Source: an optimization exercise on an open RTL-to-GDS flow (aim: small area and few clock cycles per item). Production flows keep margins and buffers that such runs may drop. The RTL was checked by simulation tests, not by an equivalence proof against the original design. The clock port is modelled as an ideal driver; clocking choices that lean on that would not hold on a real chip.

==> flow/design.v, too long to show whole: its modules and the start of the top module <==
// module lab1: 6770 lines
// module csa_fa: 4 lines
// module csa_ha: 4 lines
// module r4_pp: 3 lines
// module csa_maj: 3 lines
// module csa_fa1: 4 lines
module lab1 #(
	parameter WIDTHIN = 16,
	parameter WIDTHOUT = 32
) (
	input clk,
	input reset,
	input i_valid,
	input i_ready,
	output o_valid,
	output o_ready,
	input [WIDTHIN-1:0] i_x,
	output [WIDTHOUT-1:0] o_y
);
  // ...
==> flow/flow/run.sh <==
#!/bin/bash
# Standard ORFS layout (the standard.sh, unchanged synthesis), with two changes:
#  - the port buffers are the smallest buffer cell (every port still gets its own buffer);
#  - after global routing, cells on paths with spare slack are downsized (RECOVER_POWER).
set -euo pipefail
bash standard.sh "BUFFER_PORTS_ARGS=-buffer_cell sky130_fd_sc_hd__buf_1" RECOVER_POWER=100 finish > standard.log 2>&1
==> flow/standard.sh <==
#!/bin/bash
# synth_recipe.tcl (not shown) runs the flow's synth.tcl, then flattens the netlist and writes it again
# the make line also repeats each setting of config.mk as NAME=value (left out here)
make -C /OpenROAD-flow-scripts/flow DESIGN_CONFIG=/design/flow/config.mk WORK_HOME=/design/flow/orfs CLKGATE_MAP_FILE= SYNTH_SCRIPT=/design/flow/synth_recipe.tcl "${@:-finish}"
==> flow/config.mk <==
export PLATFORM = sky130hd
export DESIGN_NAME = lab1
export DESIGN_NICKNAME = lab1
export VERILOG_FILES = /design/flow/design.v
export SDC_FILE = /design/flow/constraint.sdc
export NUM_CORES = 4
export LEC_CHECK = 0
export CAP_MARGIN = 20
export CORE_MARGIN = 2
export CORE_UTILIZATION = 40
export CTS_CLUSTER_DIAMETER = 150
export CTS_CLUSTER_SIZE = 30
export GPL_TIMING_DRIVEN = 0
export SLEW_MARGIN = 20
export SYNTH_HIERARCHICAL = 1
==> flow/constraint.sdc <==
create_clock -name core_clock -period 8.0 [get_ports {clk}]
set_input_delay 1.6000 -clock core_clock [delete_from_list [all_inputs] [get_ports {clk}]]
set_output_delay 1.6000 -clock core_clock [all_outputs]
set_load 0.01 [all_outputs]
==> notes.md, run 1 <==
largest net degree at the start of global routing 34; largest class multi-input gates; top cell type's share of synthesized area 0.371; multi-input combinational area share 0.779; critical path class flop to flop; register area 5730 um^2; max_cap viols 3; Synth area leader fa_1; Root Buffer clkbuf_16; CTS resizes 0; Seq Cell Count 268; worst hold start v[1]$_DFF_PP0_; Synth cell types slightly above 60; ANT cells 1; Largest register FFs 31; I/O Buffers 52; Setup TNS 0 ps; layout check failures max-capacitance violations, max-slew violations; status finished with violations; share of cells above drive strength 1 0.0619; Slew Viols, Final just over 90; R2R cell count 20; worst reg-to-reg setup slack between 300 and 400 ps
Testbench counts, summed over its fixed seeds: cycles 24,040, items 24,000.
==> inputs of run 2 (changes only) <==
==> flow/flow/run.sh (replaced) <==
#!/bin/bash
# Standard ORFS layout (the standard.sh, unchanged synthesis), with two changes:
#  - the port buffers are the smallest buffer cell (every port still gets its own buffer);
#  - the detailed placer keeps one free site on each side of every a222oi cell
#    (flow/pad.tcl, sourced before each step that runs detailed placement).
set -euo pipefail
PAD="$PWD/flow/pad.tcl"
bash standard.sh "BUFFER_PORTS_ARGS=-buffer_cell sky130_fd_sc_hd__buf_1" \
  "PRE_DETAIL_PLACE_TCL=$PAD" "PRE_CTS_TCL=$PAD" "PRE_GLOBAL_ROUTE_TCL=$PAD" \
  finish > standard.log 2>&1
==> flow/flow/pad.tcl (new file) <==
# The a222oi cells have six input pins in one row; give each one free site on
# either side so the router can reach all of them.
set_placement_padding -masters {sky130_fd_sc_hd__a222oi_1} -left 1 -right 1
==> run 2 against run 1 <==
Compared with the run above:
- the flow now stops in 5_1_grt
- synthesized cell count did not move
- area after synthesis is the same
==> notes.md, run 2 <==
dpl hpwl 96200 um (was 95500 um); Mapped Nets 4258 (unchanged); largest net degree at the start of global routing 34; synth top area cells fa_1, a222oi_1, dfxtp_1 (unchanged); I/O Pins 54 (unchanged); Die Wd 312 um (unchanged); Post-DP Area 40100 um^2 (unchanged); asr flop ratio synth 0.0261 (unchanged); hold buffers post-CTS 0 (unchanged); Synth cell types 61 (unchanged); Synthesis Warnings 7 (unchanged); status did not finish (was finished with violations); I/O Buffers 52 (unchanged); Worst-path end type register input; TritonCTS buffer count 13 (unchanged); height of the die 312 um (unchanged); Placed Cells 4524 (unchanged); synthesized instance count 3201 (unchanged); predominant post-synthesis flop cell dfxtp_1 (unchanged); Post-synth EDFFs 31 (unchanged); FP Rows 113 (unchanged); Synth area leader fa_1 (unchanged); Mapped Area 38100 um^2 (unchanged); post-GRT worst EP f2_q[23]$_DFF_P_/D; register area share after synthesis 0.150 (unchanged); initial core utilization 0.402 (unchanged); CTS resizes 0 (unchanged); routability cong. 0.919 (unchanged); syn avg cell area 11.9 um^2 (unchanged); postcts setup bufs 0 (unchanged); count leader, synth a222oi_1 (unchanged); top cell type's share of synthesized area 0.371 (unchanged); clock sink count 268 (unchanged); First Err [ERROR DPL-0033] detailed placement checks failed during check placement.; Halt Stage 5_1_grt; synth cell count leaders a222oi_1, fa_1, ha_1 (unchanged); Seq cells post-synth 268 (unchanged)
run 2: cell counts after synthesis:
Identical to the previous run, type by type.
run 2: modules after synthesis (local to each module, per instance):
| module | flops+latches | cells inside | area, um^2 | copies in the design |
|---|---|---|---|---|
| csa_ha | 0 | 1 | 12.5 | 102 |
| csa_fa | 0 | 1 | 20.0 | 647 |
| lab1 | 268 | 1571 | 15600 | 1 |
| r4_pp | 0 | 1 | 10.0 | 746 |
| csa_fa1 | 0 | 5 | 27.5 | 27 |
run 2: stage by stage:
step | setup slack, ps | hold WS (ps)
after floorplan | 1960 | 331
after detailed placement | 438 | 337
after global placement | 438 | 331
after CTS | 355 | 366
run 2: logic make-up after synthesis:
| kind of cell | share of synthesized area |
|---|---|
| DFF | 0.150 |
| buffers and inverters | 0.0264 |
| and+or+nand+nor | 0.0692 |
| AOI/OAI and AO/OA | 0.237 |
| other | 0.0000985 |
| muxes | 0.0186 |
| adders and majority gates | 0.480 |
| xor gates and xnor gates | 0.0184 |
run 2: how the worst min path moves through the flow:
stage	end	cells past startpoint	slack (ps)
2_1_floorplan	v[1]$_DFF_PP0_	0	330
3_3_place_gp	v[1]$_DFF_PP0_	0	330
3_5_place_dp	v[2]$_DFF_PP0_	0	340
4_1_cts	v[2]$_DFF_PP0_	0	370
==> inputs of run 3 (changes only) <==
==> flow/flow/run.sh (replaced) <==
#!/bin/bash
# Standard ORFS layout (the standard.sh, unchanged synthesis), with two changes:
#  - the port buffers are the smallest buffer cell (every port still gets its own buffer);
#  - the detailed placer keeps one free site on each side of every a222oi cell
#    (flow/pad.tcl, sourced before detailed placement and CTS; not in global
#    routing, whose placement check would then trip over the diodes it inserts).
set -euo pipefail
PAD="$PWD/flow/pad.tcl"
bash standard.sh "BUFFER_PORTS_ARGS=-buffer_cell sky130_fd_sc_hd__buf_1" \
  "PRE_DETAIL_PLACE_TCL=$PAD" "PRE_CTS_TCL=$PAD" \
  finish > standard.log 2>&1
--- a/flow/config.mk
+++ b/flow/config.mk
@@ -8,8 +8,6 @@
 export CAP_MARGIN = 20
 export CORE_MARGIN = 2
 export CORE_UTILIZATION = 40
-export CTS_CLUSTER_DIAMETER = 150
-export CTS_CLUSTER_SIZE = 30
 export GPL_TIMING_DRIVEN = 0
 export SLEW_MARGIN = 20
 export SYNTH_HIERARCHICAL = 1
==> run 3 against run 2 <==
Compared with the run above:
- synthesized cell count is the same
- the run now finishes clean
- area after synthesis is the same
==> notes.md, run 3 <==
status timing/DRC/antenna clean (was did not finish); Setup crit end kind flop; multi-input logic area between 30000 and 40000 um^2; critical path class flop to flop; Worst Hold End v[2]$_DFF_PP0_; Post-DP Area 40100 um^2 (unchanged); critical path required time approximately 8500 ps; hold buffers post-CTS 0 (unchanged); Post-synth EDFFs 31 (unchanged); RSZ-0062 raised after global routing no; drt pass-1 iters 19; Mapped Nets 4258 (unchanged); Mapped Area 38100 um^2 (unchanged); routability cong. 0.919 (unchanged); post-route ant nets 0; max incr delay on CP 1090 ps; design area 41400 um^2; share of cells above drive strength 1 0.0870; max_cap viols 0; WP buf/inv 1; # fillers between 9000 and 10000; routed vias/inst between 7 and 8; asr flop ratio synth 0.0261 (unchanged); Cells on Worst Hold Path 0; core box area between 90000 and 100000 um^2; vias in the first global route between 30000 and 40000; worst hold path class flop to flop; clock latency at the later pin of the worst-skew pair approximately 570 ps; Die Wd 312 um (unchanged); first-pass GRT wire length approximately 220000 um; worst hold start v[1]$_DFF_PP0_; largest net degree at the start of global routing 34; height of the die 312 um (unchanged); r2r endpoint f2_q[23]$_DFF_P_; routed wire length between 100000 and 150000 um; predominant post-synthesis flop cell dfxtp_1 (unchanged); Slew HR 0.137; Setup WS pre-CTS 438 ps (unchanged); initial drt markers ~8500; worst slew pin tran 1290 ps; synthesized instance count 3201 (unchanged); initial core utilization 0.402 (unchanged); register area share after synthesis 0.150 (unchanged); final hold slack between 300 and 400 ps; Slew Viols, Final 0; count leader, synth a222oi_1 (unchanged); Tot GR Track Use 0.284; Seq cells post-synth 268 (unchanged); register area 5760 um^2; Worst-path clk slew ~60 ps; clock sink count 268 (unchanged); Synthesis Warnings 7 (unchanged); Synth cell types 61 (unchanged); Routed WL per cell approximately 31 um; FF-to-FF Start f1_r[3]$_DFF_P_; gr ovfl total 0; CTS tree built; area delta synth->final 8.73%; I/O Pins 54 (unchanged); Setup TNS 0 ps; synth top area cells fa_1, a222oi_1, dfxtp_1 (unchanged); antenna violations before repair 6; CP dominant cell by count fa_1; DRC viols 0; Final WS setup roughly 480 ps; CP delay by family, top adder cells; worst reg-to-reg setup slack a little under 500 ps; R2R cell count 20; Tcrit/Tclk final 0.940; commonest non-fill, non-tap cell in the layout a222oi_1; final hold violation count 0; Post-Route Skew between 20 and 30 ps; Synth area leader fa_1 (unchanged); top cell type's share of synthesized area 0.371 (unchanged); nets roughly 4400; Vias roughly 33000; dpl hpwl 96200 um (unchanged); final setup fails 0; full die area ~98000 um^2; commonest cells after routing, fill and taps aside a222oi_1, fa_1, ha_1, inv_1, dfxtp_1; Critical Path Fanout Max 27; Fmax about 130 MHz; top flop regs y_q x31, f4_q x29, f3_q x27; TritonCTS buffer count 34 (was 13); Largest register FFs 31; Worst Path Arrival roughly 8000 ps; fin crit period around 7500 ps; startpoint types flop; FP Rows 113 (unchanged); syn avg cell area 11.9 um^2 (unchanged); slowest CP cell dfxtp_1; I/O Buffers 52 (unchanged); worst-path cell chain nor2b_1 -> a222oi_1 -> fa_1 -> fa_1 -> fa_1 -> fa_1 -> ha_1 -> nand4_1 -> inv_1 -> a221o_1 -> a221oi_2 -> o31ai_2 -> a31oi_4 -> a31oi_1 -> a41oi_2 -> a21oi_1 -> a31oi_1 -> fa_1 -> xor2_1 -> xnor2_1; Top reg by flops y_q; synth cell count leaders a222oi_1, fa_1, ha_1 (unchanged)
## run 3: cell counts after synthesis
No cell type changed its count.
## run 3: stage by stage
| step | util | instances |
|---|---|---|
| after floorplan | - | 3201 |
| after global placement | 0.421 | 4518 |
| after detailed placement | 0.424 | 4524 |
| after CTS | 0.436 | 4585 |
| after global routing | 0.438 | 4588 |
| final | 0.438 | 4589 |
## run 3: worst register-to-register path: cells and delay by family, from the launching register on
family	cells	cell delay, ps
AOI/OAI and AO/OA	9	2260
adders and majority gates	6	2420
xor gates and xnor gates	2	320
buffers and inverters	1	70
and+or+nand+nor	2	1250
DFF	1	1090
## run 3: final cells by class
type,instances,area share
multi-input combinational,2666,0.764
sequential,268,0.139
tap,1265,0.0382
clock buffer,43,0.0231
inverter,246,0.0223
timing repair buffer,60,0.00683
clock inverter,18,0.00402
buffer,21,0.00200
antenna,2,0.000121
## run 3: worst max path at each step
stage | from | endpoint | slack [ps] | cells after the start
2_1_floorplan | f1_r[0]$_DFF_P_ | f2_q[23]$_DFF_P_ | 1960 | 21
6_report | f1_r[3]$_DFF_P_ | f2_q[23]$_DFF_P_ | 480 | 20
3_3_place_gp | f1_r[0]$_DFF_P_ | f2_q[23]$_DFF_P_ | 440 | 21
4_1_cts | f1_r[0]$_DFF_P_ | f2_q[23]$_DFF_P_ | 350 | 21
5_1_grt | f1_r[3]$_DFF_P_ | f2_q[23]$_DFF_P_ | 240 | 20
3_5_place_dp | f1_r[0]$_DFF_P_ | f2_q[23]$_DFF_P_ | 440 | 21
## run 3: kinds of logic after synthesis
kind of cell               Yosys count  share of synthesized area
muxes                               68                     0.0186
DFF                                268                      0.150
and+or+nand+nor                    500                     0.0692
AOI/OAI and AO/OA                  980                      0.237
adders and majority gates         1037                      0.480
xor gates and xnor gates            80                     0.0184
other                                1                  0.0000985
buffers and inverters              267                     0.0264
## run 3: layer usage
metal  track usage  share of wire  vias up
met5             0        0.00018        -
met4         0.138          0.052        4
met3        0.0797           0.14      576
met2         0.425           0.43     2928
met1         0.378           0.37    16500
li1              -              -    13400
## run 3: Yosys stat by module, one instance, submodules excluded
module | copies in the design | area [um^2] | cells | flops+latches
r4_pp | 746 | 10.0 | 1 | 0
csa_fa | 647 | 20.0 | 1 | 0
csa_ha | 102 | 12.5 | 1 | 0
lab1 | 1 | 15600 | 1571 | 268
csa_fa1 | 27 | 27.5 | 5 | 0
## run 3: timing repair
action / in CTS / in global routing
setup endpoints to repair: 0 / 1
gates resized for setup: 0 / 1
buffers inserted: 0 / 0
hold endpoints to repair: 0 / 0

re-timing with driven ports:
In the flow no input, the clock included, has a driving cell. The finished layouts below were timed again as built, in two steps. Step 1, drivers: a clkbuf_16 drives clk and a buf_2 each remaining input, both assumed. Step 2 moves the port delays by t, midway between the first and last clock arrival at a register: inputs arrive t later, outputs are due t later. That takes back most of the time a late clock gives input paths. a / b / c = ideal / step 1 / step 2; a / b = the first two.
run	t (ns)	setup WS [ns]	worst register clock-pin slew, ns
run 1	0.614	0.327 / 0.327 / 0.327	0.12 / 0.12
run 3	0.627	0.483 / 0.483 / 0.483	0.06 / 0.06
